Background: an optimization exercise with open tools, aiming at small area. Do not read the settings as production practice. Function was checked by simulation only, so behaviour that the tests miss may differ from the original. Power figures rest on the tool's default switching activity, not on a simulated workload.

==> v18: inputs <==
## top
module top(rst, clk, start, btnU, btnR, btnD, btnL, seg, an, led, hsync, vsync, red, green, blue);
Settings: LEC_CHECK=0, ABC_AREA=1, CAP_MARGIN=10, CORE_MARGIN=2, CORE_UTILIZATION=60, CTS_CLUSTER_DIAMETER=80, CTS_CLUSTER_SIZE=30, PLACE_DENSITY=0.75, SLEW_MARGIN=10; clock period 12.0 ns.
standard.sh (not shown) runs the stock make flow with config.mk's settings and CLKGATE_MAP_FILE= SYNTH_SCRIPT=/design/flow/synth_recipe.tcl, a recipe that flattens the netlist after the stock synthesis.
==> flow/flow/run.sh <==
#!/bin/bash
set -uo pipefail
W=$PWD
rm -rf "$W/scripts_area"
cp -r "$FLOW_HOME/scripts" "$W/scripts_area"
cp "$W/flow/abc_area.script" "$W/scripts_area/abc_area.script"
export SCRIPTS_DIR="$W/scripts_area"
export ADDER_MAP_FILE=
export BUFFER_PORTS_ARGS="-buffer_cell sky130_fd_sc_hd__buf_1"
CTS_SIZE=$(sed -n 's/^export CTS_CLUSTER_SIZE = //p' "$W/config.mk")
CTS_DIAM=$(sed -n 's/^export CTS_CLUSTER_DIAMETER = //p' "$W/config.mk")
export CTS_ARGS="-sink_clustering_enable -repair_clock_nets -dont_use_dummy_load -sink_clustering_size ${CTS_SIZE:-30} -sink_clustering_max_diameter ${CTS_DIAM:-80}"
bash "$W/standard.sh" finish > "$W/standard_flow.log" 2>&1
status=$?
tail -40 "$W/standard_flow.log"
exit $status
==> flow/flow/abc_area.script <==
strash
&get -n
&fraig -x
&put
scorr
dc2
strash
&get -n
&deepsyn -T 60
&put
dc2
strash
&get -n
&dch -f
&nf -R 30 -p -F 16 -A 4 -a
&put
mfs2
strash
&get -n
&dch -f
&nf -R 30 -p -F 16 -A 4 -a
&put
topo
dnsize -c
==> v14: changes against v18 <==
==> flow/flow/run.sh (replaced) <==
#!/bin/bash
set -uo pipefail
W=$PWD
rm -rf "$W/scripts_area"
cp -r "$FLOW_HOME/scripts" "$W/scripts_area"
cp "$W/flow/abc_area.script" "$W/scripts_area/abc_area.script"
export SCRIPTS_DIR="$W/scripts_area"
export ADDER_MAP_FILE=
export BUFFER_PORTS_ARGS="-buffer_cell sky130_fd_sc_hd__buf_1"
bash "$W/standard.sh" finish > "$W/standard_flow.log" 2>&1
status=$?
tail -40 "$W/standard_flow.log"
exit $status
==> flow/flow/abc_area.script (replaced) <==
strash
&get -n
&fraig -x
&put
scorr
dc2
strash
&get -n
&deepsyn -T 60
&put
dc2
strash
dch -f
map -a
mfs2
strash
dch -f
map -a
topo
dnsize -c
- CORE_UTILIZATION: 60 -> 55
- PLACE_DENSITY: 0.75 -> 0.7
==> v31: changes against v18 <==
--- a/flow/design.v
+++ b/flow/design.v
@@ -2,20 +2,20 @@
 module Debouncer(rst, clk, button, press);
     input rst, clk, button;
     output reg press;
     reg state;
     reg in, in_0;
     reg [11:0] cnt;
-    wire hit = &cnt;
+    wire hit = (cnt == 12'h9c6);
     always @(posedge clk) begin
         in_0 <= button;
         in <= in_0;
         press <= !hit && !state && in;
         if (state) state <= !hit && !rst;
         else state <= !hit && in;
-        if (hit || !state) cnt <= 12'h215;
+        if (hit || !state) cnt <= 12'd1;
         else cnt <= {cnt[10:0], cnt[11] ^ cnt[10]};
     end
 endmodule
 `timescale 1ns / 1ps
 module top(rst, clk, start, btnU, btnR, btnD, btnL, seg, an, led, hsync, vsync, red, green, blue);
     input rst, start, clk, btnU, btnR, btnD, btnL;
@@ -54,25 +54,26 @@
         rst2 <= rst1;
         start1 <= start;
         start2 <= start1;
     end
     wire RST = rst1 ^ rst2;
     wire NEW_START = start1 ^ start2;
-    reg [9:0] hx, vy;
+    reg [6:0] c100;
     reg [5:0] c50;
     reg [3:0] c12;
     reg clk_1;
-    wire w100 = hx == 10'd979 || hx == 10'd55 || hx == 10'd155 || hx == 10'd255 ||
-                hx == 10'd355 || hx == 10'd455 || hx == 10'd555 || hx == 10'd655;
+    wire w100 = (c100 == 7'h5d);
     wire w50 = w100 && (c50 == 6'd49);
     always @(posedge clk) begin
         if (RST) begin
+            c100 <= 7'd1;
             c50 <= 0;
             c12 <= 0;
             clk_1 <= 0;
         end else begin
+            c100 <= w100 ? 7'd1 : {c100[5:0], c100[6] ^ c100[5]};
             if (w100) c50 <= (c50 == 6'd49) ? 6'd0 : c50 + 6'd1;
             if (w50) c12 <= (c12 == 4'd11) ? 4'd0 : c12 + 4'd1;
             clk_1 <= w50 && (c12 == 4'd11);
         end
     end
     wire fast_tick = !RST && w100 && !c50[0];
@@ -383,12 +384,13 @@
             4'd9: dseg = ~8'b01100111;
             default: dseg = 8'hff;
         endcase
         if (RST || (game_over && blink_clk) || digit[1]) seg = 8'hff;
         else seg = dseg;
     end
+    reg [9:0] hx, vy;
     always @(posedge clk) begin
         if (RST) begin
             hx <= 10'd880;
             vy <= 10'd993;
         end else if (hx != 10'd655) begin
             hx <= hx + 10'd1;
==> flow/run.sh (new file) <==
#!/bin/bash
# synth_recipe.tcl (not shown) runs the flow's synth.tcl, then flattens the netlist and writes it again
# the make line also repeats each setting of config.mk as NAME=value (left out here)
make -C /OpenROAD-flow-scripts/flow DESIGN_CONFIG=/design/flow/config.mk WORK_HOME=/design/flow/orfs CLKGATE_MAP_FILE= SYNTH_SCRIPT=/design/flow/synth_recipe.tcl finish
- CAP_MARGIN: 10 -> 20
- CORE_UTILIZATION: 60 -> 40
- CTS_CLUSTER_DIAMETER: 80 -> unset
- CTS_CLUSTER_SIZE: 30 -> unset
- PLACE_DENSITY: 0.75 -> 0.6
- SLEW_MARGIN: 10 -> 20
removed: flow/flow/run.sh
removed: flow/flow/abc_area.script
removed: flow/standard.sh
==> run notes <==
quantity                                                                                    v18                      v14                       v31
Placed Instance Area                                                                  29500 µm²                29700 µm²                 37800 µm²
Power density over cell area                                                         175 nW/µm²               289 nW/µm²                325 nW/µm²
Most repeated cell in the gate-level netlist after synthesis            sky130_fd_sc_hd__nor2_1  sky130_fd_sc_hd__nor2_1  sky130_fd_sc_hd__nand2_1
Number of filler cells placed in the layout                                                4164                     5144                      9664
Clock buffer cells                                                                           24                       31                        60
Standard-cell row count                                                                      78                       83                       110
Logic depth of the worst setup path including buffers                                        40                       58                        53
Result of the run                                              no timing/DRC/antenna violations  no timing/DRC/antenna violations  no timing/DRC/antenna violations
Average wire length per cell after detail routing                                       23.7 µm                  22.3 µm                   21.0 µm
Antenna violations before repair                                                              1                        4                         7
Design internal power                                                                   2690 µW                  3530 µW                   5130 µW
Most frequent standard cell in the layout excluding fill and tap cells  sky130_fd_sc_hd__nor2_1  sky130_fd_sc_hd__nor2_1  sky130_fd_sc_hd__nand2_1
Area share of xor/xnor cells in the synthesized design                                    10.4%                    4.47%                     4.94%
Crit path launch                                                                        posX[4]                  posY[1]                   posY[4]
Met2 Use GR                                                                               62.1%                    62.6%                     49.8%
Die extent in x                                                                          219 µm                   231 µm                    305 µm
Clock buffer and inverter area fraction after layout                                      2.00%                    4.00%                     3.99%
Routability-driven placement congestion ratio                                              1.08                     1.14                      1.04
Number of tap cells added at floorplan                                                      600                      680                      1176
Final clock skew                                                                      0.0666 ns                0.0397 ns                 0.0791 ns
Power share of the sequential group                                                       27.8%                    17.3%                     13.6%

==> port drivers added, routing unchanged <==
How much do the figures lean on ideal ports? The routed layouts below were timed once more, with nothing changed but the port constraints. Step 1 sets driving cells, clkbuf_16 on the clock port and buf_2 on the other inputs (assumed; they add their load-dependent delay and slew). Step 2 times the ports against the registers' clock, not the clock port: input delays grow and output delays shrink by t, the midpoint of the rising clock arrivals with the driver on. Slacks: ideal / step 1 / step 2; pairs: ideal / step 1.
run | t, ns | setup WS [ns] | pins driven straight from the clock port
v18 | 0.619 | 1.481 / 1.481 / 1.481 | 1
v14 | 0.711 | 1.238 / 1.238 / 1.238 | 1
v31 | 0.689 | 2.547 / 2.547 / 2.547 | 1
After both steps setup and hold are still met in every run listed.
